This design comes from an exercise in tuning for small area and few clock cycles on the open sky130 flow, not from production work. The RTL was checked by simulation tests, not by an equivalence proof against the original design. Power is estimated from default activity; no workload was simulated.

==> flow/config.mk <==
export PLATFORM = sky130hd
export DESIGN_NAME = FC
export DESIGN_NICKNAME = FC
export VERILOG_FILES = /design/flow/design.v
export SDC_FILE = /design/flow/constraint.sdc
export NUM_CORES = 4
export LEC_CHECK = 0
export CAP_MARGIN = 20
export CORE_MARGIN = 2
export CORE_UTILIZATION = 60
export CTS_BUF_LIST = sky130_fd_sc_hd__clkbuf_4
export PLACE_DENSITY = 0.75
export SLEW_MARGIN = 20
==> flow/constraint.sdc <==
create_clock -name core_clock -period 11.0 [get_ports {clk}]
set_input_delay 2.2000 -clock core_clock [delete_from_list [all_inputs] [get_ports {clk}]]
set_output_delay 2.2000 -clock core_clock [all_outputs]
set_load 0.01 [all_outputs]
==> flow/design.v <==
module FC (
  input             clk,
  input             rst_n,
  input             start_FC,
  output            end_FC,
  output     [15:0] ram_addr_w,
  output     [7:0]  ram_data_w,
  output            ram_en,
  output            ram_wea,
  output     [8:0]  rom_addr_row,
  input      [31:0] rom_data_row,
  output            rom_en_row,
  output     [14:0] rom_addr_rw,
  input      [7:0]  rom_data_rw,
  output            rom_en_rw,
  output     [15:0] ram_addr_r,
  input      [7:0]  ram_data_r,
  output            ram_en_r,
  output     [7:0]  NN_out_male,
  output     [7:0]  NN_out_female
);
  genvar i;
  reg        run;
  reg        ph;
  reg [10:0] cnt;
  reg [4:0]  g;
  reg [14:0] waddr;
  reg [25:0] acc;
  reg        c0r, c1r;
  reg [25:0] P;
  reg        mb;
  reg [7:0]  outreg;
  reg [7:0]  r1 [0:11];
  reg [7:0]  r2 [0:7];
  wire l1 = ~g[4] & ~(g[3] & g[2]);             
  wire l3 = g[4] & g[2];                        
  wire l2 = ~l1 & ~l3;
  wire last = (g == 5'd21);
  wire m0    = ~ph & (cnt == 11'd0);
  wire mclr  = ~ph & (cnt == 11'd1);
  wire mbis  = ~ph & (l1 ? (cnt == 11'd1600) : l2 ? (cnt == 11'd12) : (cnt == 11'd8));
  wire mend  = ~ph & (l1 ? (cnt == 11'd1601) : l2 ? (cnt == 11'd13) : (cnt == 11'd9));
  wire gend  = ph & (l1 ? (cnt == 11'd30) : l2 ? (cnt == 11'd33) : last ? (cnt == 11'd31) : (cnt == 11'd29));
  wire gc2   = ph & (cnt == 11'd2);
  wire kstep = ph & (cnt == 11'd28);
  wire olat  = ph & (cnt == 11'd29);
  wire mfetch = ph & (cnt[10:5] == 6'd0) & (cnt[4:0] != 5'd0) & (cnt[4:0] <= 5'd26);
  wire [1:0] j = ph ? 2'd0 : (m0 ? 2'd1 : (mend ? 2'd0 : 2'd2));
  reg  [8:0] row_addr;
  always @(*) begin
    case (g)
      5'd0:  row_addr = 9'd108; 5'd1:  row_addr = 9'd111; 5'd2:  row_addr = 9'd114;
      5'd3:  row_addr = 9'd117; 5'd4:  row_addr = 9'd120; 5'd5:  row_addr = 9'd123;
      5'd6:  row_addr = 9'd126; 5'd7:  row_addr = 9'd129; 5'd8:  row_addr = 9'd132;
      5'd9:  row_addr = 9'd135; 5'd10: row_addr = 9'd138; 5'd11: row_addr = 9'd141;
      5'd12: row_addr = 9'd144; 5'd13: row_addr = 9'd147; 5'd14: row_addr = 9'd150;
      5'd15: row_addr = 9'd153; 5'd16: row_addr = 9'd156; 5'd17: row_addr = 9'd159;
      5'd18: row_addr = 9'd162; 5'd19: row_addr = 9'd165; 5'd20: row_addr = 9'd168;
      default: row_addr = 9'd171;
    endcase
  end
  wire [8:0] row_full;
  wire [9:0] rc;
  assign rc[0] = 1'b0;
  generate for (i = 0; i < 9; i = i + 1) begin : radd
    wire jb = (i < 2) ? j[i] : 1'b0;
    assign row_full[i] = row_addr[i] ^ jb ^ rc[i];
    assign rc[i+1] = (row_addr[i] & jb) | (row_addr[i] & rc[i]) | (jb & rc[i]);
  end endgenerate
  assign rom_addr_row = row_full;
  assign rom_en_row   = 1'b1;
  assign rom_addr_rw  = waddr;
  assign rom_en_rw    = 1'b1;
  assign ram_addr_r   = {5'd0, cnt};
  assign ram_en_r     = 1'b1;
  wire use_a = run & ~ph & ~mend;
  wire [7:0] a_sel = ~use_a ? (mend ? {{2{rom_data_row[5]}}, rom_data_row[5:0]} : 8'd0)
                   : (l1 ? ram_data_r : (l2 ? r1[0] : r2[0]));
  wire [7:0] w_sel = mend ? 8'd1 : rom_data_rw;
  wire [25:0] acc_a = mclr ? ~{{5{rom_data_row[20]}}, rom_data_row[20:0]} : acc;
  wire [25:0] acc_n;
  wire c0n, c1n;
  fc_mac u_mac (.x(w_sel), .y(a_sel), .A(acc_a), .cin(mclr), .en(~ph),
                .c0i(c0r & ~mclr), .c1i(c1r & ~mclr), .S(acc_n), .c0o(c0n), .c1o(c1n));
  wire [26:0] pa = gc2 ? 27'd0 : {P[25], P};
  wire [26:0] pk = l3 ? 27'd2656 : 27'h7ffe020;    
  wire [26:0] pb = ({27{mb}} & {acc[25], acc}) | ({27{kstep}} & pk);
  wire [27:0] pc;
  wire [26:0] psum;
  assign pc[0] = 1'b0;
  generate for (i = 0; i < 27; i = i + 1) begin : padd
    assign psum[i] = pa[i] ^ pb[i] ^ pc[i];
    assign pc[i+1] = (pa[i] & pb[i]) | (pa[i] & pc[i]) | (pb[i] & pc[i]);
  end endgenerate
  wire clamp = P[25] & ~(&P[24:12]);
  wire [7:0] outb = clamp ? 8'h80 : P[12:5];
  wire [10:0] cnt_inc;
  wire [11:0] cc;
  assign cc[0] = 1'b1;
  generate for (i = 0; i < 11; i = i + 1) begin : cinc
    assign cnt_inc[i] = cnt[i] ^ cc[i];
    assign cc[i+1] = cnt[i] & cc[i];
  end endgenerate
  wire [14:0] wa_inc;
  wire [15:0] wc;
  assign wc[0] = 1'b1;
  generate for (i = 0; i < 15; i = i + 1) begin : winc
    assign wa_inc[i] = waddr[i] ^ wc[i];
    assign wc[i+1] = waddr[i] & wc[i];
  end endgenerate
  wire [4:0] g_inc;
  wire [5:0] gc;
  assign gc[0] = 1'b1;
  generate for (i = 0; i < 5; i = i + 1) begin : ginc
    assign g_inc[i] = g[i] ^ gc[i];
    assign gc[i+1] = g[i] & gc[i];
  end endgenerate
  wire g1to12 = (g != 5'd0) & (l1 | (g == 5'd12));
  wire ins1 = run & ((m0 & g1to12) | (last & ~ph & (cnt == 11'd3)) | (last & ph & (cnt == 11'd30)));
  wire g12to20 = (g >= 5'd12) & (g <= 5'd20);
  wire ins2 = run & ~ph & g12to20 & (cnt[10:3] == 8'd0) & (cnt[2:0] == {~g[2], g[1:0]});
  wire wr = run & last & ph & (cnt[10:1] == 10'd15);
  assign end_FC = run & last & ph & (cnt == 11'd31);
  assign ram_en = wr;
  assign ram_wea = wr;
  assign ram_addr_w = {15'd0, cnt[0]};
  assign ram_data_w = r1[11];
  assign NN_out_male = r1[11];
  assign NN_out_female = r1[10];
  integer k;
  always @(posedge clk) begin
    if (!rst_n) begin
      run <= 1'b0;
    end else if (!run) begin
      run <= start_FC;
    end else if (gend & last) begin
      run <= 1'b0;
    end
  end
  always @(posedge clk) begin
    if (!rst_n || !run) begin
      ph <= 1'b0;
      cnt <= 11'd0;
      g <= 5'd0;
      waddr <= 15'd2664;
    end else begin
      if (mend) begin
        ph <= 1'b1;
        cnt <= 11'd0;
      end else if (gend) begin
        ph <= 1'b0;
        cnt <= 11'd0;
        g <= g_inc;
      end else begin
        cnt <= cnt_inc;
      end
      if (~ph & ~mbis & ~mend)
        waddr <= wa_inc;
    end
  end
  always @(posedge clk) begin
    acc <= acc_n;
    c0r <= c0n;
    c1r <= c1n;
    mb <= mfetch & rom_data_row[cnt[4:0] - 5'd1];
    P <= psum[26:1];
    if (olat) outreg <= outb;
    for (k = 0; k < 11; k = k + 1) r1[k] <= r1[k+1];
    r1[11] <= ins1 ? outreg : r1[0];
    for (k = 0; k < 7; k = k + 1) r2[k] <= r2[k+1];
    r2[7] <= ins2 ? outreg : r2[0];
  end
endmodule
module fc_mac (
  input  [7:0]  x,
  input  [7:0]  y,
  input  [25:0] A,
  input         cin,
  input         en,
  input         c0i,
  input         c1i,
  output [25:0] S,
  output        c0o,
  output        c1o
);
  wire t1 = (x[0] & y[0]);
  wire t2 = (x[0] & y[1]);
  wire t3 = (x[1] & y[0]);
  wire t4 = (x[0] & y[2]);
  wire t5 = (x[1] & y[1]);
  wire t6 = (x[2] & y[0]);
  wire t7 = (x[0] & y[3]);
  wire t8 = (x[1] & y[2]);
  wire t9 = (x[2] & y[1]);
  wire t10 = (x[3] & y[0]);
  wire t11 = (x[0] & y[4]);
  wire t12 = (x[1] & y[3]);
  wire t13 = (x[2] & y[2]);
  wire t14 = (x[3] & y[1]);
  wire t15 = (x[4] & y[0]);
  wire t16 = (x[0] & y[5]);
  wire t17 = (x[1] & y[4]);
  wire t18 = (x[2] & y[3]);
  wire t19 = (x[3] & y[2]);
  wire t20 = (x[4] & y[1]);
  wire t21 = (x[5] & y[0]);
  wire t22 = (x[0] & y[6]);
  wire t23 = (x[1] & y[5]);
  wire t24 = (x[2] & y[4]);
  wire t25 = (x[3] & y[3]);
  wire t26 = (x[4] & y[2]);
  wire t27 = (x[5] & y[1]);
  wire t28 = (x[6] & y[0]);
  wire t29 = (en & ~(x[0] & y[7]));
  wire t30 = (x[1] & y[6]);
  wire t31 = (x[2] & y[5]);
  wire t32 = (x[3] & y[4]);
  wire t33 = (x[4] & y[3]);
  wire t34 = (x[5] & y[2]);
  wire t35 = (x[6] & y[1]);
  wire t36 = (en & ~(x[7] & y[0]));
  wire t37 = (en & ~(x[1] & y[7]));
  wire t38 = (x[2] & y[6]);
  wire t39 = (x[3] & y[5]);
  wire t40 = (x[4] & y[4]);
  wire t41 = (x[5] & y[3]);
  wire t42 = (x[6] & y[2]);
  wire t43 = (en & ~(x[7] & y[1]));
  wire t44 = en;
  wire t45 = (en & ~(x[2] & y[7]));
  wire t46 = (x[3] & y[6]);
  wire t47 = (x[4] & y[5]);
  wire t48 = (x[5] & y[4]);
  wire t49 = (x[6] & y[3]);
  wire t50 = (en & ~(x[7] & y[2]));
  wire t51 = (en & ~(x[3] & y[7]));
  wire t52 = (x[4] & y[6]);
  wire t53 = (x[5] & y[5]);
  wire t54 = (x[6] & y[4]);
  wire t55 = (en & ~(x[7] & y[3]));
  wire t56 = (en & ~(x[4] & y[7]));
  wire t57 = (x[5] & y[6]);
  wire t58 = (x[6] & y[5]);
  wire t59 = (en & ~(x[7] & y[4]));
  wire t60 = (en & ~(x[5] & y[7]));
  wire t61 = (x[6] & y[6]);
  wire t62 = (en & ~(x[7] & y[5]));
  wire t63 = (en & ~(x[6] & y[7]));
  wire t64 = (en & ~(x[7] & y[6]));
  wire t65 = (x[7] & y[7]);
  wire t66 = en;
  wire t67 = en;
  wire t68 = en;
  wire t69 = en;
  wire t70 = en;
  wire t71 = en;
  wire t72 = en;
  wire t73 = en;
  wire t74 = en;
  wire t75 = en;
  wire t76 = en;
  wire t77 = t16 ^ t17;
  wire t78 = t16 & t17;
  wire t79 = t22 ^ t23 ^ t24;
  wire t80 = (t22 & t23) | (t22 & t24) | (t23 & t24);
  wire t81 = t25 ^ t26;
  wire t82 = t25 & t26;
  wire t83 = t29 ^ t30 ^ t31;
  wire t84 = (t29 & t30) | (t29 & t31) | (t30 & t31);
  wire t85 = t32 ^ t33 ^ t34;
  wire t86 = (t32 & t33) | (t32 & t34) | (t33 & t34);
  wire t87 = t35 ^ t36;
  wire t88 = t35 & t36;
  wire t89 = t37 ^ t38 ^ t39;
  wire t90 = (t37 & t38) | (t37 & t39) | (t38 & t39);
  wire t91 = t40 ^ t41 ^ t42;
  wire t92 = (t40 & t41) | (t40 & t42) | (t41 & t42);
  wire t93 = t43 ^ A[8] ^ t44;
  wire t94 = (t43 & A[8]) | (t43 & t44) | (A[8] & t44);
  wire t95 = t45 ^ t46 ^ t47;
  wire t96 = (t45 & t46) | (t45 & t47) | (t46 & t47);
  wire t97 = t48 ^ t49 ^ t50;
  wire t98 = (t48 & t49) | (t48 & t50) | (t49 & t50);
  wire t99 = t51 ^ t52 ^ t53;
  wire t100 = (t51 & t52) | (t51 & t53) | (t52 & t53);
  wire t101 = t7 ^ t8;
  wire t102 = t7 & t8;
  wire t103 = t11 ^ t12 ^ t13;
  wire t104 = (t11 & t12) | (t11 & t13) | (t12 & t13);
  wire t105 = t14 ^ t15;
  wire t106 = t14 & t15;
  wire t107 = t77 ^ t18 ^ t19;
  wire t108 = (t77 & t18) | (t77 & t19) | (t18 & t19);
  wire t109 = t20 ^ t21 ^ A[5];
  wire t110 = (t20 & t21) | (t20 & A[5]) | (t21 & A[5]);
  wire t111 = t79 ^ t81 ^ t27;
  wire t112 = (t79 & t81) | (t79 & t27) | (t81 & t27);
  wire t113 = t28 ^ A[6] ^ t78;
  wire t114 = (t28 & A[6]) | (t28 & t78) | (A[6] & t78);
  wire t115 = t83 ^ t85 ^ t87;
  wire t116 = (t83 & t85) | (t83 & t87) | (t85 & t87);
  wire t117 = A[7] ^ t80 ^ t82;
  wire t118 = (A[7] & t80) | (A[7] & t82) | (t80 & t82);
  wire t119 = t89 ^ t91 ^ t93;
  wire t120 = (t89 & t91) | (t89 & t93) | (t91 & t93);
  wire t121 = t84 ^ t86 ^ t88;
  wire t122 = (t84 & t86) | (t84 & t88) | (t86 & t88);
  wire t123 = t95 ^ t97 ^ A[9];
  wire t124 = (t95 & t97) | (t95 & A[9]) | (t97 & A[9]);
  wire t125 = t90 ^ t92 ^ t94;
  wire t126 = (t90 & t92) | (t90 & t94) | (t92 & t94);
  wire t127 = t99 ^ t54 ^ t55;
  wire t128 = (t99 & t54) | (t99 & t55) | (t54 & t55);
  wire t129 = A[10] ^ t96 ^ t98;
  wire t130 = (A[10] & t96) | (A[10] & t98) | (t96 & t98);
  wire t131 = t56 ^ t57 ^ t58;
  wire t132 = (t56 & t57) | (t56 & t58) | (t57 & t58);
  wire t133 = t59 ^ A[11] ^ t100;
  wire t134 = (t59 & A[11]) | (t59 & t100) | (A[11] & t100);
  wire t135 = t60 ^ t61 ^ t62;
  wire t136 = (t60 & t61) | (t60 & t62) | (t61 & t62);
  wire t137 = t4 ^ t5;
  wire t138 = t4 & t5;
  wire t139 = t101 ^ t9 ^ t10;
  wire t140 = (t101 & t9) | (t101 & t10) | (t9 & t10);
  wire t141 = t103 ^ t105 ^ A[4];
  wire t142 = (t103 & t105) | (t103 & A[4]) | (t105 & A[4]);
  wire t143 = t107 ^ t109 ^ t104;
  wire t144 = (t107 & t109) | (t107 & t104) | (t109 & t104);
  wire t145 = t111 ^ t113 ^ t108;
  wire t146 = (t111 & t113) | (t111 & t108) | (t113 & t108);
  wire t147 = t115 ^ t117 ^ t112;
  wire t148 = (t115 & t117) | (t115 & t112) | (t117 & t112);
  wire t149 = t119 ^ t121 ^ t116;
  wire t150 = (t119 & t121) | (t119 & t116) | (t121 & t116);
  wire t151 = t123 ^ t125 ^ t120;
  wire t152 = (t123 & t125) | (t123 & t120) | (t125 & t120);
  wire t153 = t127 ^ t129 ^ t124;
  wire t154 = (t127 & t129) | (t127 & t124) | (t129 & t124);
  wire t155 = t131 ^ t133 ^ t128;
  wire t156 = (t131 & t133) | (t131 & t128) | (t133 & t128);
  wire t157 = t135 ^ A[12] ^ t132;
  wire t158 = (t135 & A[12]) | (t135 & t132) | (A[12] & t132);
  wire t159 = t63 ^ t64 ^ A[13];
  wire t160 = (t63 & t64) | (t63 & A[13]) | (t64 & A[13]);
  wire t161 = t1 ^ A[0];
  wire t162 = t1 & A[0];
  wire t163 = t2 ^ t3 ^ A[1];
  wire t164 = (t2 & t3) | (t2 & A[1]) | (t3 & A[1]);
  wire t165 = t137 ^ t6 ^ A[2];
  wire t166 = (t137 & t6) | (t137 & A[2]) | (t6 & A[2]);
  wire t167 = t139 ^ A[3] ^ t138;
  wire t168 = (t139 & A[3]) | (t139 & t138) | (A[3] & t138);
  wire t169 = t141 ^ t102 ^ t140;
  wire t170 = (t141 & t102) | (t141 & t140) | (t102 & t140);
  wire t171 = t143 ^ t106 ^ t142;
  wire t172 = (t143 & t106) | (t143 & t142) | (t106 & t142);
  wire t173 = t145 ^ t110 ^ t144;
  wire t174 = (t145 & t110) | (t145 & t144) | (t110 & t144);
  wire t175 = t147 ^ t114 ^ t146;
  wire t176 = (t147 & t114) | (t147 & t146) | (t114 & t146);
  wire t177 = t149 ^ t118 ^ t148;
  wire t178 = (t149 & t118) | (t149 & t148) | (t118 & t148);
  wire t179 = t151 ^ t122 ^ t150;
  wire t180 = (t151 & t122) | (t151 & t150) | (t122 & t150);
  wire t181 = t153 ^ t126 ^ t152;
  wire t182 = (t153 & t126) | (t153 & t152) | (t126 & t152);
  wire t183 = t155 ^ t130 ^ t154;
  wire t184 = (t155 & t130) | (t155 & t154) | (t130 & t154);
  wire t185 = t157 ^ t134 ^ t156;
  wire t186 = (t157 & t134) | (t157 & t156) | (t134 & t156);
  wire t187 = t159 ^ t136 ^ t158;
  wire t188 = (t159 & t136) | (t159 & t158) | (t136 & t158);
  wire t189 = t65 ^ A[14] ^ t160;
  wire t190 = (t65 & A[14]) | (t65 & t160) | (A[14] & t160);
  wire t191 = A[15] ^ t66;
  wire t192 = A[15] & t66;
  wire t193 = A[16] ^ t67;
  wire t194 = A[16] & t67;
  wire t195 = A[17] ^ t68;
  wire t196 = A[17] & t68;
  wire t197 = A[18] ^ t69;
  wire t198 = A[18] & t69;
  wire t199 = A[19] ^ t70;
  wire t200 = A[19] & t70;
  wire t201 = A[20] ^ t71;
  wire t202 = A[20] & t71;
  wire t203 = A[21] ^ t72;
  wire t204 = A[21] & t72;
  wire t205 = A[22] ^ t73;
  wire t206 = A[22] & t73;
  wire t207 = A[23] ^ t74;
  wire t208 = A[23] & t74;
  wire t209 = A[24] ^ t75;
  wire t210 = A[24] & t75;
  wire t211 = A[25] ^ t76;
  wire t212 = A[25] & t76;
  wire [25:0] ra = {t211, t209, t207, t205, t203, t201, t199, t197, t195, t193, t191, t189, t187, t185, t183, t181, t179, t177, t175, t173, t171, t169, t167, t165, t163, t161};
  wire [25:0] rb = {t210, t208, t206, t204, t202, t200, t198, t196, t194, t192, t190, t188, t186, t184, t182, t180, t178, t176, t174, t172, t170, t168, t166, t164, t162, cin};
  wire [26:0] cc;
  assign cc[0] = 1'b0;
  genvar i;
  generate for (i = 0; i < 26; i = i + 1) begin : cpa
    wire ci = (i == 8) ? c0i : ((i == 16) ? c1i : cc[i]);
    assign S[i] = ra[i] ^ rb[i] ^ ci;
    assign cc[i+1] = (ra[i] & rb[i]) | (ra[i] & ci) | (rb[i] & ci);
  end endgenerate
  assign c0o = cc[8];
  assign c1o = cc[16];
endmodule
==> flow/run.sh <==
#!/bin/bash
# synth_recipe.tcl (not shown) runs the flow's synth.tcl, then flattens the netlist and writes it again
# the make line also repeats each setting of config.mk as NAME=value (left out here)
make -C /OpenROAD-flow-scripts/flow DESIGN_CONFIG=/design/flow/config.mk WORK_HOME=/design/flow/orfs CLKGATE_MAP_FILE= SYNTH_SCRIPT=/design/flow/synth_recipe.tcl finish
==> results of run 1 <==
## state kept, by name, indices dropped and copies added (netlist names)
name / flops
outreg: 8
row_addr: 8
r2: 64
waddr: 15
acc: 26
P: 26
r1: 96
mb: 1
c0r: 1
run: 1
ph: 1
c1r: 1
cnt: 11
g: 5
## stage by stage
step           hold WS, ns  setup slack [ns]  utilization [%]  cells
6_report             0.287             0.574             72.3   1522
5_1_grt              0.299            0.0174             72.3   1522
4_1_cts              0.289             0.414             72.2   1520
3_5_place_dp         0.312             0.478             67.5   1406
3_3_place_gp         0.310             0.648             67.5   1406
2_1_floorplan        0.310             0.312                -   1088
## repair_timing
item / 4_1_cts / 5_1_grt
hold buffers: 0 / 0
endpoints found under the setup margin: 0 / 2
resized for setup: 0 / 2
hold endpoints to repair: 0 / 0
## path summary, 6_finish.rpt
| check | from | to | slack (ns) | cells after the start |
|---|---|---|---|---|
| hold reg to reg | r2[7][6] | r2[6][6] | 0.29 | 0 |
| setup / recovery | cnt[3] | P[24] | 0.57 | 38 |
| setup reg to reg | cnt[3] | P[24] | 0.57 | 38 |
| hold / removal | r2[7][6] | r2[6][6] | 0.29 | 0 |
## layout by cell type, fill, tap and decap left out, types with 10 or more instances in the layout
master,n
nor2_1,51
ha_1,61
conb_1,23
clkdlybuf4s50_1,113
mux4_2,10
a21oi_1,37
dfxtp_1,255
mux2_2,23
o21ai_0,28
mux2i_1,19
and2_1,41
fa_1,100
clkbuf_4,94
nand2_1,87
inv_1,135
nor3_1,11
## cells by family (layout without fill, tap and decap cells)
| kind of cell | Yosys count | count (layout) | share of synthesized area, % |
|---|---|---|---|
| muxes | 54 | 54 | 6.00 |
| AOI/OAI and AO/OA | 136 | 136 | 8.07 |
| DFF | 264 | 264 | 44.7 |
| other | 2 | 24 | 0.0626 |
| xor gates and xnor gates | 13 | 13 | 0.949 |
| buffers and inverters | 204 | 372 | 7.69 |
| and+or+nand+nor | 233 | 233 | 9.44 |
| adders and majority gates | 161 | 161 | 23.1 |
## area by class of cell
type / count / area, sq um
inverters: 136 / 510
clock inverters: 21 / 206
clock buffers: 93 / 698
diodes: 1 / 2.50
well taps: 265 / 332
fillers: 1463 / 5410
multi-input cells: 620 / 5800
repair buffers: 122 / 1200
flip-flops and latches: 264 / 5370
## critical path, delay by kind of cell (launching register included)
family / cells / cell delay [ns]
buf+inv: 9 / 0.56
simple gates: 4 / 0.75
fa+ha+maj: 25 / 8.54
flops: 1 / 0.52
## routing by layer
layer	part of all wire (%)	global-route usage, %	up-vias
li1	-	-	3725
met2	45	37.3	329
met4	2.7	8.48	0
met5	0	0	-
met3	7.6	5.80	55
met1	45	33.4	3740
## power breakdown
group / total (mW) / switching [mW] / leakage (nW) / internal [mW]
combinational: 0.508 / 0.275 / 3.63 / 0.232
clock: 0.874 / 0.386 / 0.533 / 0.489
sequential: 1.07 / 0.0393 / 2.15 / 1.03
total: 2.46 / 0.700 / 6.32 / 1.76
==> notes.md, run 1 <==
initial drt markers 456; # rows 51; most used cell, CP fa_1; wire length per cell 15.9 microns; status no timing/DRC/antenna violations; Hold Fails Final Rpt 0; period utilization 94.8%; final-stage net count 1425; maximum clock insertion buffer count 3; Power Total 2.46 mW; grt ovf 0; Cell Pwr Density 174 mW/mm^2; Clock transition at path regs 0.06 ns; number of synthesized flops with an enable pin 8; initial antenna violation count 1; dpl cell area 0.0132 sq mm; top cells by area, synth dfxtp_1, fa_1, ha_1; Die W 145 microns; static leakage 6.32 nW; DR vias/cell 5.16; #FFs+latches synth 264; post-layout min period 10.43 ns; Post-CTS Setup Bufs 0; Chip Height 145 microns; Max Cap Viol 0; die area 0.0211 sq mm; number of global-route vias before repair 8048; Synth cell types 71; share of cells above drive strength 1 13.5%; CTS tree built; Syn Area/Cell 11.2 sq um; clock latency on the worst-skew pair 0.67 ns; ys flop type dfxtp_1; RSZ-0062 raised after global routing false; Slew Viols, Final 0; TritonCTS Buffers 69; ANT nets after route 0; Critical Path Max Stage Delay 0.52 ns; P&R area growth vs syn 17.7%; Worst Tran Pin Value 1.05 ns; Initial Utilization 61.4%; port bufs 113; fin area 0.0141 sq mm; clock tree sinks 264; post-route clock skew 0.0474 ns; First-pass DRT Iterations 6; synth warn 3; TNS Setup 0 ns; first-pass GRT wire length 40500 microns; GRT Resource Usage Total 24.1%; Setup crit start kind flop; largest area contributor in the netlist dfxtp_1; max_slew headroom 29.3%; Setup crit end kind flop; Routed WL 24200 microns; DRC viols 0; CP max FO 26; Worst EP required 11.57 ns; synthesized cell area 0.0120 sq mm; Peak VDD IR 0.121 mV; Crit-path slowest cell dfxtp_1; largest net degree at the start of global routing 51; hpwl dp 18100 microns; core box area 0.0195 sq mm; most frequent cell after synthesis dfxtp_1; Min-Delay Path Class reg2reg; Syn Inst Count 1067; share of the synthesized area in the top cell type 42.7%; post-synthesis sequential area ratio 44.7%; Worst EP arrival 11.00 ns; via count 7849; clock root buffer clkbuf_4; Setup CP Type reg2reg; I/O pin count 137; GPL Wtd Cong 0.964; CTS H-Tree Depth 3; final setup fails 0; fmax 0.0959 GHz; Post-synth ARST share 0%; most instantiated cells after synthesis dfxtp_1, inv_1, fa_1
Testbench counts, summed over its fixed seeds: cycles 361,128.
==> run 2: changes to the inputs <==
--- a/flow/config.mk
+++ b/flow/config.mk
@@ -7,7 +7,6 @@
 export LEC_CHECK = 0
 export CAP_MARGIN = 20
 export CORE_MARGIN = 2
-export CORE_UTILIZATION = 60
-export CTS_BUF_LIST = sky130_fd_sc_hd__clkbuf_4
-export PLACE_DENSITY = 0.75
+export CORE_UTILIZATION = 40
+export PLACE_DENSITY = 0.6
 export SLEW_MARGIN = 20
==> notes.md, run 2 <==
status no timing/DRC/antenna violations; P&R area growth vs syn 19.7%; Setup crit start kind flop; hpwl dp 19900 microns (+10%); most instantiated cells after synthesis dfxtp_1, inv_1, fa_1; share of the synthesized area in the top cell type 42.7% (unchanged); First-pass DRT Iterations 5 (-1); Worst Tran Pin Value 1.08 ns (+0.0304 ns); grt ovf 0 (unchanged); crit path from cnt[2]; static leakage 6.26 nW (-0.93%); port bufs 113 (unchanged); GPL Wtd Cong 0.949 (-1.5%); post-CTS sizing 0 (unchanged); most used cell, CP fa_1; clock tree sinks 264 (unchanged); fin area 0.0144 sq mm (+1.7%); Slew Viols, Final 0 (unchanged); most frequent cell after synthesis dfxtp_1; maximum clock insertion buffer count 3 (unchanged); Chip Height 177 microns (+22%); ANT nets after route 0 (unchanged); GRT Resource Usage Total 17.1% (-6.9 points); dpl cell area 0.0133 sq mm (+1.2%); Die W 177 microns (+22%); CTS H-Tree Depth 1 (-2); most common cell after layout, fill and taps aside dfxtp_1; core box area 0.0296 sq mm (+51%); CP Capture Point P[24]; post-route clock skew 0.0129 ns (-0.0344 ns); TNS Setup 0 ns (unchanged); # diodes 0 (-1); Initial Utilization 40.6% (-21 points); FF-to-FF path depth 38 (unchanged); met2 Use GR 27.4% (-9.9 points); max FFs per register 96 (unchanged); period utilization 92.8% (-2.0 points); #FFs+latches synth 264 (unchanged); Max Cap Viol 0 (unchanged); Worst EP required 11.44 ns (-0.13 ns); largest area contributor in the netlist dfxtp_1; Clock transition at path regs 0.06 ns (about the same); Worst path depth 38 (unchanged); Bufs and invs on worst path 9 (unchanged); CP max FO 11 (-58%); Routed WL 26400 microns (+9.1%); die area 0.0314 sq mm (+48%); final setup fails 0 (unchanged); synthesized cell area 0.0120 sq mm (unchanged); final-stage net count 1383 (-2.9%); clock latency on the worst-skew pair 0.54 ns (-0.13 ns); top cells by area, synth dfxtp_1, fa_1, ha_1; Syn Inst Count 1067 (unchanged); synth warn 3 (unchanged); met3 Use GR 2.92% (-2.9 points); ys flop type dfxtp_1; TritonCTS Buffers 28 (-59%); first-pass GRT wire length 41800 microns (+3.1%); largest net degree at the start of global routing 51 (unchanged); Post-synth ARST share 0% (unchanged); wire length per cell 16.7 microns (+5.0%); initial antenna violation count 0 (-1); DRC viols 0 (unchanged); Peak VDD IR 0.0944 mV (-22%); fillers 2742 (+87%); Synth cell types 71 (unchanged); number of synthesized flops with an enable pin 8 (unchanged); Cell Pwr Density 182 mW/mm^2 (+4.4%); GRT met1 Usage 24.0% (-9.4 points); Min-Delay Path Class reg2reg; Worst EP arrival 10.64 ns (-0.36 ns); final core area utilization 48.6% (-24 points); R2R setup slack 0.80 ns (+0.22 ns); Crit-path slowest cell dfxtp_1; Syn Area/Cell 11.2 sq um (unchanged); initial drt markers 432 (-5.3%); clock root buffer clkbuf_16; cell family with most CP delay adder cells; number of global-route vias before repair 7697 (-4.4%); DR vias/cell 4.77 (-7.4%); Regs by FF count r1 (96), r2 (64); max_slew headroom 28.2% (-1.1 points); post-synthesis sequential area ratio 44.7% (unchanged); RSZ-0062 raised after global routing false; CTS tree built; Setup CP Type reg2reg; reg2reg start cnt[2]; I/O pin count 137 (unchanged); Post-CTS Hold Buffers 0 (unchanged); via count 7553 (-3.8%); RR Endpoint P[24]; share of cells above drive strength 1 9.23% (-4.3 points); Setup crit end kind flop; Hold Fails Final Rpt 0 (unchanged); # rows 63 (+24%); Critical Path Max Stage Delay 0.56 ns (+0.04 ns); Post-CTS Setup Bufs 0 (unchanged); commonest non-fill, non-tap cells in the layout dfxtp_1, inv_1, clkdlybuf4s50_1; post-layout min period 10.20 ns (-0.222 ns); Top reg by flops r1; fmax 0.0980 GHz (+2.2%); GRT Max-Usage Layer met2
==> run 2: cell counts after synthesis <==
No cell type changed its count.
==> run 2: layer usage <==
layer	up-vias	share of wire, %
met4	0	1.9
met2	240	45
li1	3619	-
met3	37	6.2
met1	3657	46
met5	-	0
==> run 2: cell type report <==
| class | count | area (sq um) | area share (%) |
|---|---|---|---|
| clock buffer | 39 | 812 | 5.66 |
| multi-input combinational | 620 | 5800 | 40.4 |
| inverter | 136 | 510 | 3.56 |
| tap | 390 | 488 | 3.40 |
| clock inverter | 12 | 183 | 1.27 |
| timing repair buffer | 121 | 1190 | 8.30 |
| sequential | 264 | 5370 | 37.4 |
==> run 2: logic make-up after synthesis <==
| group | share of synthesized area (%) |
|---|---|
| simple gates | 9.44 |
| buf+inv | 7.69 |
| mux | 6.00 |
| fa+ha+maj | 23.1 |
| flops | 44.7 |
| xor+xnor | 0.949 |
| other cells | 0.0626 |
| compound gates | 8.07 |
==> run 2: how the worst min path moves through the flow <==
stage	slack, ns	to	depth (start not counted)	startpoint
after detailed placement	0.31	r1[2][0]	0	r1[3][0]
final	0.32	r1[1][1]	0	r1[2][1]
after CTS	0.31	r1[1][1]	0	r1[2][1]
after floorplan	0.31	r1[0][0]	0	r1[1][0]
after global routing	0.33	r2[4][0]	0	r2[5][0]
after global placement	0.31	r2[6][1]	0	r2[7][1]
==> run 2: per-stage QoR <==
step           total power [mW]  hold slack, ns  setup WS, ns  cells
6_report                   2.61           0.321         0.796   1582
3_5_place_dp               1.65           0.312         0.827   1531
3_3_place_gp               1.63           0.310         0.970   1531
2_1_floorplan              1.48           0.310         0.312   1088
5_1_grt                    2.77           0.328         0.364   1582
4_1_cts                    2.64           0.315         0.793   1582
==> run 2: power by group <==
part / switching [mW] / total [mW] / internal (mW)
clock: 0.384 / 0.993 / 0.610
sequential: 0.0479 / 1.08 / 1.03
combinational: 0.294 / 0.531 / 0.237
==> run 3: changes to the inputs <==
--- a/flow/design.v
+++ b/flow/design.v
@@ -29,7 +29,6 @@
   reg        c0r, c1r;
   reg [25:0] P;
   reg        mb;
-  reg [7:0]  outreg;
   reg [7:0]  r1 [0:11];
   reg [7:0]  r2 [0:7];
   wire l1 = ~g[4] & ~(g[3] & g[2]);             
@@ -40,10 +39,10 @@
   wire mclr  = ~ph & (cnt == 11'd1);
   wire mbis  = ~ph & (l1 ? (cnt == 11'd1600) : l2 ? (cnt == 11'd12) : (cnt == 11'd8));
   wire mend  = ~ph & (l1 ? (cnt == 11'd1601) : l2 ? (cnt == 11'd13) : (cnt == 11'd9));
-  wire gend  = ph & (l1 ? (cnt == 11'd30) : l2 ? (cnt == 11'd33) : last ? (cnt == 11'd31) : (cnt == 11'd29));
+  wire gend  = ph & (l1 ? (cnt == 11'd30) : l2 ? (cnt == 11'd33) : last ? (cnt == 11'd30) : (cnt == 11'd29));
   wire gc2   = ph & (cnt == 11'd2);
   wire kstep = ph & (cnt == 11'd28);
-  wire olat  = ph & (cnt == 11'd29);
+  wire phold = ~(ph & (cnt[10:5] == 6'd0) & (cnt[4:0] >= 5'd2) & (cnt[4:0] <= 5'd28));
   wire mfetch = ph & (cnt[10:5] == 6'd0) & (cnt[4:0] != 5'd0) & (cnt[4:0] <= 5'd26);
   wire [1:0] j = ph ? 2'd0 : (m0 ? 2'd1 : (mend ? 2'd0 : 2'd2));
   reg  [8:0] row_addr;
@@ -84,7 +83,7 @@
                 .c0i(c0r & ~mclr), .c1i(c1r & ~mclr), .S(acc_n), .c0o(c0n), .c1o(c1n));
   wire [26:0] pa = gc2 ? 27'd0 : {P[25], P};
   wire [26:0] pk = l3 ? 27'd2656 : 27'h7ffe020;    
-  wire [26:0] pb = ({27{mb}} & {acc[25], acc}) | ({27{kstep}} & pk);
+  wire [26:0] pb = ({27{mb}} & {acc[25], acc}) | ({27{kstep}} & pk) | ({27{phold}} & {P[25], P});
   wire [27:0] pc;
   wire [26:0] psum;
   assign pc[0] = 1'b0;
@@ -116,14 +115,14 @@
     assign gc[i+1] = g[i] & gc[i];
   end endgenerate
   wire g1to12 = (g != 5'd0) & (l1 | (g == 5'd12));
-  wire ins1 = run & ((m0 & g1to12) | (last & ~ph & (cnt == 11'd3)) | (last & ph & (cnt == 11'd30)));
+  wire ins1 = run & ((m0 & g1to12) | (last & ~ph & (cnt == 11'd2)) | (last & ph & (cnt == 11'd29)));
   wire g12to20 = (g >= 5'd12) & (g <= 5'd20);
   wire ins2 = run & ~ph & g12to20 & (cnt[10:3] == 8'd0) & (cnt[2:0] == {~g[2], g[1:0]});
-  wire wr = run & last & ph & (cnt[10:1] == 10'd15);
-  assign end_FC = run & last & ph & (cnt == 11'd31);
+  wire wr = run & last & ph & (((cnt == 11'd29) | (cnt == 11'd30)));
+  assign end_FC = run & last & ph & (cnt == 11'd30);
   assign ram_en = wr;
   assign ram_wea = wr;
-  assign ram_addr_w = {15'd0, cnt[0]};
+  assign ram_addr_w = {15'd0, ~cnt[0]};
   assign ram_data_w = r1[11];
   assign NN_out_male = r1[11];
   assign NN_out_female = r1[10];
@@ -164,11 +163,10 @@
     c1r <= c1n;
     mb <= mfetch & rom_data_row[cnt[4:0] - 5'd1];
     P <= psum[26:1];
-    if (olat) outreg <= outb;
     for (k = 0; k < 11; k = k + 1) r1[k] <= r1[k+1];
-    r1[11] <= ins1 ? outreg : r1[0];
+    r1[11] <= ins1 ? outb : r1[0];
     for (k = 0; k < 7; k = k + 1) r2[k] <= r2[k+1];
-    r2[7] <= ins2 ? outreg : r2[0];
+    r2[7] <= ins2 ? outb : r2[0];
   end
 endmodule
 module fc_mac (
==> flow/flow/run.sh (new file) <==
#!/bin/bash
set -euo pipefail
cd "$(dirname "$0")/.."
export BUFFER_PORTS_ARGS="-buffer_cell sky130_fd_sc_hd__buf_1"
bash standard.sh > standard_flow.log 2>&1
==> flow/standard.sh (new file) <==
#!/bin/bash
# synth_recipe.tcl (not shown) runs the flow's synth.tcl, then flattens the netlist and writes it again
# the make line also repeats each setting of config.mk as NAME=value (left out here)
make -C /OpenROAD-flow-scripts/flow DESIGN_CONFIG=/design/flow/config.mk WORK_HOME=/design/flow/orfs CLKGATE_MAP_FILE= SYNTH_SCRIPT=/design/flow/synth_recipe.tcl "${@:-finish}"
--- a/flow/config.mk
+++ b/flow/config.mk
@@ -7,6 +7,9 @@
 export LEC_CHECK = 0
 export CAP_MARGIN = 20
 export CORE_MARGIN = 2
-export CORE_UTILIZATION = 40
-export PLACE_DENSITY = 0.6
+export CORE_UTILIZATION = 60
+export CTS_BUF_LIST = sky130_fd_sc_hd__clkbuf_4 sky130_fd_sc_hd__clkbuf_8
+export CTS_CLUSTER_DIAMETER = 50
+export CTS_CLUSTER_SIZE = 12
+export PLACE_DENSITY = 0.75
 export SLEW_MARGIN = 20
removed: flow/run.sh
==> notes.md, run 3 <==
most frequent cell after synthesis dfxtp_1; most instantiated cells after synthesis dfxtp_1, inv_1, fa_1; FF-to-FF path depth 33 (-13%); static leakage 5.82 nW (-7.1%); CTS tree built; Min-Delay Path Class reg2reg; GRT Resource Usage Total 24.3% (+7.2 points); Initial Utilization 61.0% (+20 points); Setup crit start kind flop; final-stage net count 1389 (+0.43%); clock tree sinks 256 (-3.0%); #FFs+latches synth 256 (-3.0%); Syn Inst Count 1071 (+0.37%); Bufs and invs on worst path 3 (-6); CP max FO 5 (-6); core box area 0.0195 sq mm (-34%); Worst Tran Pin Value 1.07 ns (-0.0110 ns); Setup crit end kind flop; GPL Wtd Cong 0.943 (-0.72%); # rows 51 (-19%); Synth Area in Compound Gates 9.06% (+0.99 points); DRC viols 0 (unchanged); via count 7833 (+3.7%); largest net degree at the start of global routing 36 (-29%); XOR/XNOR Fraction of Synth Area 0.960% (+0.011 points); period utilization 96.9% (+4.1 points); wire length per cell 16.9 microns (+1.0%); Worst EP required 11.44 ns (about the same); max_slew headroom 28.0% (-0.20 points); hpwl dp 18400 microns (-7.8%); most common cell after layout, fill and taps aside dfxtp_1; clock root buffer clkbuf_8; number of global-route vias before repair 7749 (+0.68%); R2R setup slack 0.35 ns (-0.45 ns); max FFs per register 96 (unchanged); DR vias/cell 5.40 (+13%); net switching power 0.929 mW (+28%); clock latency on the worst-skew pair 0.54 ns (about the same); top cells by area, synth dfxtp_1, fa_1, ha_1; ANT nets after route 0 (unchanged); power share of the combinational group 35.4% (+15 points); maximum clock insertion buffer count 3 (unchanged); Post-synth ARST share 0% (unchanged); share of cells above drive strength 1 11.6% (+2.4 points); die area 0.0209 sq mm (-33%); final setup margin 0.345 ns (-0.451 ns); Synth cell types 77 (+8.5%); dpl cell area 0.0124 sq mm (-7.2%); synthesized cell area 0.0119 sq mm (-1.1%); First-pass DRT Iterations 5 (unchanged); Max Cap Viol 0 (unchanged); TritonCTS Buffers 29 (+3.6%); initial drt markers 491 (+14%); Die W 145 microns (-18%); Place WS -0.0267 ns (-0.853 ns); Routed WL 24400 microns (-7.4%); Multi-input gate area 0.00592 sq mm (+2.0%); switch share 34.6% (+6.7 points); largest area contributor in the netlist dfxtp_1; Post-Synth Adder-Cell Area 23.3% (+0.26 points); post-layout min period 10.65 ns (+0.451 ns); Critical Path Max Stage Delay 0.48 ns (-0.08 ns); Post-CTS Hold Buffers 0 (unchanged); Worst path depth 33 (-13%); Slew Viols, Final 0 (unchanged); Peak VDD IR 0.133 mV (+41%); first-pass GRT wire length 39400 microns (-5.6%); cell family with most CP delay adder cells; # diodes 0 (unchanged); I/O pin count 137 (unchanged); worst hold endpoint r1[8][1]; RR Endpoint P[24]; Sequential Area 0.00514 sq mm (-4.3%); sequential share of power 42.7% (+1.2 points); post-route clock skew 0.0161 ns (+0.00316 ns); Worst EP arrival 11.10 ns (+0.46 ns); share of the synthesized area in the top cell type 43.2% (+0.47 points); Top reg by flops r1; port bufs 113 (unchanged); CTS H-Tree Depth 1 (unchanged); grt ovf 0 (unchanged); Clock transition at path regs 0.08 ns (+0.02 ns); Hold Fails Final Rpt 0 (unchanged); number of synthesized flops with an enable pin 0 (-8); post-synthesis sequential area ratio 43.2% (-1.5 points); WHS Path Cells 0 (unchanged); most used cell, CP fa_1; commonest non-fill, non-tap cells in the layout dfxtp_1, inv_1, buf_1; worst hold slack 0.319 ns (-0.00246 ns); P&R area growth vs syn 9.18%; min-delay src r1[9][1]; Regs by FF count r1 (96), r2 (64); Crit-path slowest cell fa_1; Clock power frac 21.9% (-16 points); fmax 0.0939 GHz (-4.2%); initial antenna violation count 0 (unchanged); fin area 0.0130 sq mm (-9.8%); status no timing/DRC/antenna violations; fillers 1572 (-43%); Chip Height 145 microns (-18%); Cell Pwr Density 208 mW/mm^2 (+14%); ys flop type dfxtp_1; Setup CP Type reg2reg; synth warn 3 (unchanged); mux contribution to synthesized area 5.90% (-0.10 points); reg2reg start cnt[0]; P_int 1.76 mW (-6.5%); final core area utilization 66.5% (+18 points); largest family of logic cells by synthesized area adder cells; RSZ-0062 raised after global routing false; simple-gate share of the synthesized area 9.45% (+0.0096 points); Syn Area/Cell 11.1 sq um (-1.5%); final setup fails 0 (unchanged)
run 3: cell count changes after synthesis, moves of 5 or more:
cell / before / now
nand3_1: 9 / 24
a221oi_1: 0 / 15
a22oi_1: 2 / 8
buf_2: 4 / 10
o21ai_0: 28 / 23
and2_1: 41 / 27
edfxtp_1: 8 / 0
inv_1: 135 / 127
a21oi_1: 38 / 26
run 3: worst max path at each step:
stage                  to    from  slack (ns)
global route        P[24]  cnt[0]        0.02
finish              P[24]  cnt[0]        0.35
global placement    P[24]  cnt[2]        0.13
floorplan           P[24]  cnt[3]       0.001
detailed placement  P[24]  cnt[2]       -0.03
CTS                 P[24]  cnt[4]        0.03
run 3: kinds of logic (layout without fill, tap and decap cells):
| logic type | count (synthesis) | in the layout |
|---|---|---|
| AND/OR/NAND/NOR | 232 | 232 |
| AO/OA/AOI/OAI | 145 | 145 |
| XOR/XNOR | 13 | 13 |
| adder cells (fa/ha/maj) | 161 | 161 |
| multiplexers | 54 | 54 |
| flip-flops | 256 | 256 |
| other | 2 | 23 |
| buffers and inverters | 208 | 301 |
run 3: final cells by class:
class / instances / share of cell area (%)
multi-input cells: 628 / 45.7
repair buffers: 133 / 4.46
clock inverters: 9 / 0.744
clock buffers: 30 / 3.14
inverters: 129 / 3.74
well taps: 265 / 2.56
flip-flops and latches: 256 / 39.7
run 3: metrics by stage:
stage	TNS (ns)	std cells	total power [mW]
after floorplan	0	1092	1.82
after global placement	0	1410	2.04
after detailed placement	-0.0267	1410	2.09
after CTS	0	1450	2.70
after global routing	0	1450	2.92
final	0	1450	2.69
run 3: power by group through the flow:
stage / logic (mW) / registers [mW] / clock network [mW]
after floorplan: 0.693 / 1.13 / 0
after global placement: 0.878 / 1.16 / 0
after detailed placement: 0.925 / 1.16 / 0
after CTS: 0.946 / 1.14 / 0.608
after global routing: 1.12 / 1.16 / 0.643
final: 0.952 / 1.15 / 0.589
run 3: per-layer routing:
metal  routed length (microns)  vias up  GRT usage, %
li1                          -     3681             -
met1                     10800     3834          33.6
met2                     11400      274          40.0
met3                      1570       44          3.91
met4                       642        0          6.95
met5                         0        -             0
run 3: what timing repair did:
item,in CTS,in global routing
setup endpoints to repair,1,3
pin swaps,2,2
gates resized for setup,7,11
buffers inserted,1,0
Testbench counts of run 3, summed over its fixed seeds: cycles 361,110.
==> run 4: changes to the inputs <==
--- a/flow/config.mk
+++ b/flow/config.mk
@@ -8,8 +8,8 @@
 export CAP_MARGIN = 20
 export CORE_MARGIN = 2
 export CORE_UTILIZATION = 60
-export CTS_BUF_LIST = sky130_fd_sc_hd__clkbuf_4 sky130_fd_sc_hd__clkbuf_8
-export CTS_CLUSTER_DIAMETER = 50
-export CTS_CLUSTER_SIZE = 12
+export CTS_BUF_LIST = sky130_fd_sc_hd__clkbuf_8
+export CTS_CLUSTER_DIAMETER = 60
+export CTS_CLUSTER_SIZE = 16
 export PLACE_DENSITY = 0.75
 export SLEW_MARGIN = 20
==> notes.md, run 4 <==
CP max FO 5 (unchanged); clock root buffer clkbuf_8; status no timing/DRC/antenna violations; Peak VDD IR 0.149 mV (+12%); static leakage 5.76 nW (-0.95%); die area 0.0209 sq mm (unchanged); ANT nets after route 0 (unchanged); Max Cap Viol 0 (unchanged); commonest non-fill, non-tap cells in the layout dfxtp_1, inv_1, buf_1; WHS Path Cells 0 (unchanged); # diodes 0 (unchanged); Die W 145 microns (unchanged); Chip Height 145 microns (unchanged); Syn Area/Cell 11.1 sq um (unchanged); share of the synthesized area in the top cell type 43.2% (unchanged); RSZ-0062 raised after global routing false; Routed WL 24200 microns (-1.1%); Crit-path slowest cell fa_1; Clock transition at path regs 0.09 ns (about the same); clock tree sinks 256 (unchanged); I/O pin count 137 (unchanged); Initial Utilization 61.0% (unchanged); TritonCTS Buffers 21 (-28%); Min-Delay Path Class reg2reg; min-delay src r2[2][7]; post-synthesis sequential area ratio 43.2% (unchanged); hpwl dp 18400 microns (unchanged); number of synthesized flops with an enable pin 0 (unchanged); final setup fails 0 (unchanged); First-pass DRT Iterations 7 (+2); R2R setup slack 0.37 ns (+0.02 ns); initial drt markers 458 (-6.7%); ys flop type dfxtp_1; first-pass GRT wire length 39000 microns (-1.1%); port bufs 113 (unchanged); final core area utilization 66.0% (-0.59 points); most common cell after layout, fill and taps aside dfxtp_1; share of cells above drive strength 1 10.8% (-0.84 points); Worst Tran Pin Value 1.06 ns (-0.0105 ns); DR vias/cell 5.40 (about the same); synth warn 3 (unchanged); CTS tree built; Post-synth ARST share 0% (unchanged); Top reg by flops r1; post-route clock skew 0.0260 ns (+0.00994 ns); wire length per cell 16.8 microns (-0.43%); RR Endpoint P[24]; period utilization 96.7% (-0.21 points); Syn Inst Count 1071 (unchanged); grt ovf 0 (unchanged); Place WS -0.0267 ns (unchanged); Post-CTS Hold Buffers 0 (unchanged); Synth cell types 77 (unchanged); top cells by area, synth dfxtp_1, fa_1, ha_1; #FFs+latches synth 256 (unchanged); initial antenna violation count 0 (unchanged); DRC viols 0 (unchanged); largest area contributor in the netlist dfxtp_1; Setup crit start kind flop; largest net degree at the start of global routing 36 (unchanged); Regs by FF count r1 (96), r2 (64); placed insts 1410 (unchanged); most frequent cell after synthesis dfxtp_1; Slew Viols, Final 0 (unchanged); # rows 51 (unchanged); worst hold slack 0.321 ns (+0.00181 ns); post-layout min period 10.63 ns (-0.0233 ns); GRT Resource Usage Total 24.1% (-0.22 points); max_slew headroom 28.7% (+0.71 points); via count 7773 (-0.77%); Worst EP required 11.42 ns (-0.02 ns); Hold Fails Final Rpt 0 (unchanged); final setup margin 0.368 ns (+0.0233 ns); Cell Pwr Density 203 mW/mm^2 (-2.1%); most instantiated cells after synthesis dfxtp_1, inv_1, fa_1; number of global-route vias before repair 7589 (-2.1%); most used cell, CP fa_1; final-stage net count 1382 (-0.50%); P&R area growth vs syn 8.21%; dpl cell area 0.0124 sq mm (unchanged); Worst EP arrival 11.05 ns (-0.05 ns); clock latency on the worst-skew pair 0.52 ns (-0.02 ns); fin area 0.0128 sq mm (-0.89%); Setup CP Type reg2reg; max FFs per register 96 (unchanged); reg2reg start cnt[0]; FF-to-FF path depth 33 (unchanged); core box area 0.0195 sq mm (unchanged); Layout Cells excl Fill 1440 (-0.69%); GPL Wtd Cong 0.943 (unchanged); Setup crit end kind flop; maximum clock insertion buffer count 3 (unchanged); worst hold endpoint r2[1][7]; CTS H-Tree Depth 1 (unchanged); synthesized cell area 0.0119 sq mm (unchanged); Critical Path Max Stage Delay 0.49 ns (about the same); fmax 0.0941 GHz (+0.22%)
==> run 4: what timing repair did <==
action,in CTS,in global routing
buffers inserted,1,0
hold endpoints to repair,0,0
resized for setup,7,12
setup endpoints to repair,1,3
pin swaps,2,2
==> run 4: final cells by class <==
type | instances | area, sq um
tap | 265 | 332
fill | 1562 | 6630
clock buffer | 21 | 289
sequential | 256 | 5140
clock inverter | 7 | 95.1
timing repair buffer | 134 | 583
inverter | 129 | 484
multi-input combinational | 628 | 5920
==> run 4: how the worst max path moves through the flow <==
stage | startpoint | end | slack [ns] | depth (start not counted)
floorplan | cnt[3] | P[24] | 0.001 | 35
global placement | cnt[2] | P[24] | 0.13 | 31
detailed placement | cnt[2] | P[24] | -0.03 | 31
CTS | cnt[4] | P[24] | 0.02 | 31
global route | cnt[0] | P[24] | 0.05 | 33
finish | cnt[0] | P[24] | 0.37 | 33
==> run 4: report_power, final <==
part,internal (mW),switching [mW]
clock,0.226,0.288
sequential,1.06,0.0837
combinational,0.421,0.527
==> run 4: stage by stage <==
stage          setup TNS, ns  total power, mW
2_1_floorplan              0             1.82
3_3_place_gp               0             2.04
3_5_place_dp         -0.0267             2.09
4_1_cts                    0             2.62
5_1_grt                    0             2.84
6_report                   0             2.61
==> run 4: per-layer routing <==
| layer | global-route usage, % | vias to the layer above | wire length [microns] |
|---|---|---|---|
| met1 | 33.4 | 3801 | 10800 |
| met4 | 6.08 | 0 | 484 |
| met5 | 0 | - | 0 |
| met3 | 4.04 | 34 | 1560 |
| li1 | - | 3672 | - |
| met2 | 39.7 | 266 | 11300 |
==> run 4: worst max-delay path, delay by kind of cell (launching register included) <==
kind	cells	cell delay, ns
adder cells (fa/ha/maj)	26	9.64
buffers and inverters	3	0.18
flip-flops	1	0.34
AND/OR/NAND/NOR	4	0.38
==> run 4: logic make-up (layout without fill, tap and decap cells) <==
group	count (synthesis)	count (layout)	synth area share [%]
compound gates	145	145	9.06
fa+ha+maj	161	161	23.3
buf+inv	208	291	8.06
xor+xnor	13	13	0.960
simple gates	232	232	9.45
mux	54	54	5.90
other cells	2	23	0.0633
flops	256	256	43.2

separate check: timing with driven ports:
The flow's constraints put no driver on any port. The routed layouts listed below were extracted and timed again, unchanged, in two steps. Step 1 sets driving cells, clkbuf_16 on the clock port and buf_2 on the other inputs (assumed; they add their load-dependent delay and slew). Step 2 times the ports against the registers' clock, not the clock port: input delays grow and output delays shrink by t, the midpoint of the rising clock arrivals with the driver on. Three values: no drivers, after step 1, after step 2; two values: the first two.
run	t (ns)	setup WS [ns]	worst data-port slew with drivers (ns)
run 1	0.691	0.574 / 0.574 / 0.574	0.06
run 2	0.580	0.796 / 0.796 / 0.796	0.04
run 3	0.568	0.345 / 0.345 / 0.345	0.05
run 4	0.546	0.368 / 0.368 / 0.368	0.05
After both steps setup and hold are still met in every run listed.
